Context: an optimization exercise on an open-source flow, tuned for small area and a short achievable clock period. The choices shown serve that exercise and are no tape-out recipe.
RTL that was checked went through simulation tests only; none was proved equivalent to the original.
No activity file was given, so power comes from the tool's default toggle rates.

==> 05-16 <==
// Radix_2_div
module Radix_2_div #(
parameter[3:0]	DSIZE	= 15,
parameter[3:0]	PSIZE	= 15
)(
	input				clock,
	input				rst,
	input [DSIZE-1:0]	divisor,
	input [DSIZE-1:0]	dividend,
	output[PSIZE-1:0]	quotient,
	output[3:0]			quoexp
);
==> module Radix_2_div, before the edit <==
module Radix_2_div #(
parameter[3:0]	DSIZE	= 15,
parameter[3:0]	PSIZE	= 15
)(
	input				clock,
	input				rst,
	input [DSIZE-1:0]	divisor,
	input [DSIZE-1:0]	dividend,
	output[PSIZE-1:0]	quotient,
	output[3:0]			quoexp
);
localparam [15:0] FOLD = 16'b0010_0100_1001_0000;
function integer pend;	 
	input integer t;
	integer k;
	begin
		pend = 1;
		for (k = 2; k <= t; k = k + 1)
			pend = FOLD[k] ? 1 : pend + 1;
	end
endfunction
function [14:0] srt_step;
	input [14:0] z;
	input pos, neg;
	input [13:0] d;
	reg [14:0] dx, op;
	reg [15:0] s;
	begin
		dx = {1'b1, d};
		op = ({15{pos}} & ~dx) | ({15{neg}} & dx);
		s = {z, 1'b1} + {op, pos};
		srt_step = s[15:1];
	end
endfunction
reg	[14:0]	n1, d1;
always @(posedge clock) begin
	n1	<= dividend;
	d1	<= divisor;
end
reg	[3:0]	ne;
integer		k;
always @(*) begin
	ne = 4'd15;
	for (k = 0; k < 15; k = k + 1)
		if (d1[k]) ne = 14 - k;
end
wire [14:0]	nd = d1 << ne;
reg	[14*15-1:0]	Zf;	 
reg	[14:0]		Pf, Nf;	 
reg	[14*14-1:0]	Df;	 
reg	[15*4-1:0]	Ef;	 
reg	[15*15-1:0]	Bf;	 
reg	[15*15-1:0]	Lf;	 
always @(posedge clock) begin
	Zf[0 +: 15]	<= n1;
	Pf[0]		<= n1[14];
	Nf[0]		<= 1'b0;
	Df[0 +: 14]	<= nd[13:0];
	Ef[0 +: 4]	<= ne;
end
genvar t;
generate
for (t = 1; t <= 14; t = t + 1) begin: STEP
	wire [14:0]	Z	= (t == 1) ? Zf[0 +: 15] : {Zf[(t-1)*15 +: 14], 1'b0};
	wire		pos	= Pf[t-1];
	wire		neg	= Nf[t-1];
	wire [14:0]	S	= srt_step(Z, pos, neg, Df[(t-1)*14 +: 14]);
	always @(posedge clock) begin
		Ef[t*4 +: 4]	<= Ef[(t-1)*4 +: 4];
		Pf[t]			<= ~S[14] &  S[13];
		Nf[t]			<=  S[14] & ~S[13];
	end
	if (t < 14) begin: KEEPZ
		always @(posedge clock) begin
			Zf[t*15 +: 14]	<= S[13:0];
			Df[t*14 +: 14]	<= Df[(t-1)*14 +: 14];
		end
	end else begin: LASTZ
	end
	if (t == 1) begin: QFIRST
		always @(posedge clock) begin
			Bf[15 +: 1]	<= pos | neg;
			Lf[15 +: 1]	<= neg;
		end
	end else if (FOLD[t]) begin: QFOLD
		localparam integer P = pend(t-1);
		wire [t-2:0]	Bp	= Bf[(t-1)*15 +: t-1];
		wire [P-1:0]	Lp	= Lf[(t-1)*15 +: P];
		wire [t-2:0]	Bn	= Bp - {Lp, 1'b0};
		always @(posedge clock) begin
			Bf[t*15 +: t]	<= {Bn, pos | neg};
			Lf[t*15 +: 1]	<= neg;
		end
	end else begin: QSHIFT
		localparam integer P = pend(t-1);
		always @(posedge clock) begin
			Bf[t*15 +: t]		<= {Bf[(t-1)*15 +: t-1], pos | neg};
			Lf[t*15 +: P+1]	<= {Lf[(t-1)*15 +: P], neg};
		end
	end
end
endgenerate
localparam integer PL = pend(14);
wire		pos0	= Pf[14];
wire		neg0	= Nf[14];
wire [14:0]	Qfin	= {Bf[14*15 +: 14], pos0 | neg0} - {Lf[14*15 +: PL], neg0, 1'b0};
reg	[4:0]	cnt;
always @(posedge clock, posedge rst) begin
	if (rst)			cnt	<= 5'd0;
	else if (!cnt[4])	cnt	<= cnt + 5'd1;
end
reg	[14:0]	Qu;
reg	[3:0]	exp;
always @(posedge clock, posedge rst) begin
	if (rst) begin
		Qu	<= 15'd0;
		exp	<= 4'd0;
	end else begin
		Qu	<= cnt[4] ? Qfin : 15'd0;
		exp	<= cnt[4] ? Ef[14*4 +: 4] : 4'd0;
	end
end
assign	quotient	= Qu;
assign	quoexp		= exp;
endmodule
clock: 4.0 ns
lec_check: 0
abc_area: 1
cap_margin: 20
core_margin: 2
core_utilization: 40
cts_buf_list: sky130_fd_sc_hd__clkbuf_8 sky130_fd_sc_hd__clkbuf_16
cts_cluster_diameter: 60
cts_cluster_size: 16
place_density: 0.75
setup_slack_margin: 1.8
slew_margin: 20
run.sh (not shown) runs the stock make flow with config.mk's settings and CLKGATE_MAP_FILE= SYNTH_SCRIPT=/design/flow/synth_recipe.tcl, a recipe that flattens the netlist after the stock synthesis.
==> inputs of 03-25, as changes to 05-16 <==
CTS_BUF_LIST = sky130_fd_sc_hd__clkbuf_8   (was sky130_fd_sc_hd__clkbuf_8 sky130_fd_sc_hd__clkbuf_16)
PLACE_DENSITY = default   (was 0.75)
SETUP_SLACK_MARGIN = 1.6   (was 1.8)
==> inputs of 01-03, as changes to 05-16 <==
--- a/flow/design.v
+++ b/flow/design.v
@@ -40,10 +40,11 @@
 end
-reg	[3:0]	ne;
-integer		k;
-always @(*) begin
-	ne = 4'd15;
-	for (k = 0; k < 15; k = k + 1)
-		if (d1[k]) ne = 14 - k;
-end
-wire [14:0]	nd = d1 << ne;
+wire [15:0]	y0 = {d1, 1'b0};
+wire		s3 = ~|y0[15:8];
+wire [15:0]	y1 = s3 ? {y0[7:0], 8'b0} : y0;
+wire		s2 = ~|y1[15:12];
+wire [15:0]	y2 = s2 ? {y1[11:0], 4'b0} : y1;
+wire		s1 = ~|y2[15:14];
+wire [15:0]	y3 = s1 ? {y2[13:0], 2'b0} : y2;
+wire		s0 = ~y3[15];
+wire [15:0]	y4 = s0 ? {y3[14:0], 1'b0} : y3;
 reg	[14*15-1:0]	Zf;	 
@@ -58,4 +59,4 @@
 	Nf[0]		<= 1'b0;
-	Df[0 +: 14]	<= nd[13:0];
-	Ef[0 +: 4]	<= ne;
+	Df[0 +: 14]	<= y4[14:1];
+	Ef[0 +: 4]	<= {s3, s2, s1, s0};
 end
ABC_AREA = default   (was 1)
CTS_BUF_LIST = default   (was sky130_fd_sc_hd__clkbuf_8 sky130_fd_sc_hd__clkbuf_16)
CTS_CLUSTER_DIAMETER = default   (was 60)
CTS_CLUSTER_SIZE = default   (was 16)
PLACE_DENSITY = default   (was 0.75)
SETUP_SLACK_MARGIN = 2.1   (was 1.8)
==> inputs of 09-19, as changes to 05-16 <==
--- a/flow/design.v
+++ b/flow/design.v
@@ -40,10 +40,11 @@
 end
-reg	[3:0]	ne;
-integer		k;
-always @(*) begin
-	ne = 4'd15;
-	for (k = 0; k < 15; k = k + 1)
-		if (d1[k]) ne = 14 - k;
-end
-wire [14:0]	nd = d1 << ne;
+wire [15:0]	y0 = {d1, 1'b0};
+wire		s3 = ~|y0[15:8];
+wire [15:0]	y1 = s3 ? {y0[7:0], 8'b0} : y0;
+wire		s2 = ~|y1[15:12];
+wire [15:0]	y2 = s2 ? {y1[11:0], 4'b0} : y1;
+wire		s1 = ~|y2[15:14];
+wire [15:0]	y3 = s1 ? {y2[13:0], 2'b0} : y2;
+wire		s0 = ~y3[15];
+wire [15:0]	y4 = s0 ? {y3[14:0], 1'b0} : y3;
 reg	[14*15-1:0]	Zf;	 
@@ -58,4 +59,4 @@
 	Nf[0]		<= 1'b0;
-	Df[0 +: 14]	<= nd[13:0];
-	Ef[0 +: 4]	<= ne;
+	Df[0 +: 14]	<= y4[14:1];
+	Ef[0 +: 4]	<= {s3, s2, s1, s0};
 end
ABC_AREA = default   (was 1)
CTS_BUF_LIST = sky130_fd_sc_hd__clkbuf_8   (was sky130_fd_sc_hd__clkbuf_8 sky130_fd_sc_hd__clkbuf_16)
CTS_CLUSTER_DIAMETER = default   (was 60)
CTS_CLUSTER_SIZE = default   (was 16)
PLACE_DENSITY = default   (was 0.75)
SETUP_SLACK_MARGIN = 1.4   (was 1.8)
==> comparison table <==
                                                                             05-16        09-19        01-03        03-25
Result of the run                                 no timing/DRC/antenna violations  no timing/DRC/antenna violations  no timing/DRC/antenna violations  no timing/DRC/antenna violations
Root buffer cell                                                         clkbuf_16     clkbuf_8    clkbuf_16     clkbuf_8
Area after DPL                                                         26600 sq um  27400 sq um  29100 sq um  26600 sq um
Count of buffering cells on the critical path with inverters included            1            0            1            2
Multi-input combinational area share                                         39.3%        41.6%        44.5%        39.2%
Proportion of cell area occupied by registers                                43.3%        44.4%        36.8%        47.3%
Summed instance area of the synthesized netlist                        25200 sq um  26000 sq um  26000 sq um  25200 sq um
Mux contribution to synthesized area                                            0%        8.81%        8.81%           0%
Total die area                                                         65100 sq um  67100 sq um  67100 sq um  65100 sq um
Post-layout instance area                                              31200 sq um  30300 sq um  36900 sq um  28600 sq um
Share of synthesized area occupied by flip-flops and latches                 53.2%        51.5%        51.5%        53.2%
Overall die width                                                           255 um       259 um       259 um       255 um
Sw Pwr                                                                    0.0116 W     0.0106 W     0.0137 W     0.0103 W
Number of iterations in the first detailed-routing pass                          5            5            4            5
Share of the synthesized netlist area taken by xor and xnor gates            7.53%        6.83%        6.83%        7.53%
Worst-Skew Late Latency                                                    0.57 ns      0.69 ns      0.62 ns      0.66 ns
Total design power                                                        0.0299 W     0.0290 W     0.0379 W     0.0260 W
Maximum fanout along the worst path                                              7           19            7            3
Share of total power in sequential cells                                     34.3%        35.2%        27.6%        39.4%
Capture point of the worst path                                             Pf[10]        Pf[1]        Pf[1]       Qu[13]
Cells after Synth                                                             2652         2316         2316         2652
No functional check of the RTL was part of 01-03 and 09-19.

==> re-timing with driven ports <==
Ports are ideal in the flow. The routed layouts listed here were re-timed in OpenROAD.
Step 1 assumes that a clkbuf_16 drives the clock port and a buf_2 every other input.
Step 2 times the ports against the registers' clock, not the clock port: input delays grow and output delays shrink by t, the midpoint of the rising clock arrivals with the driver on.
Three values: ideal ports, drivers, drivers and shift; two values: the first two.
run	shift t [ns]	slack for setup (ns)	hold slack, ns	slew at the worst register clock pin (ns)	cell pins on the clock port's net
05-16	0.619	1.669 / 1.669 / 1.669	0.312 / 0.312 / 0.312	0.08 / 0.08	1
03-25	0.700	1.620 / 1.620 / 1.620	0.321 / 0.321 / 0.321	0.10 / 0.10	1
01-03	0.657	1.593 / 1.593 / 1.593	0.319 / 0.319 / 0.319	0.06 / 0.06	1
09-19	0.729	1.476 / 1.476 / 1.476	0.309 / 0.309 / 0.309	0.07 / 0.07	1
After both steps every run listed still meets setup and hold.
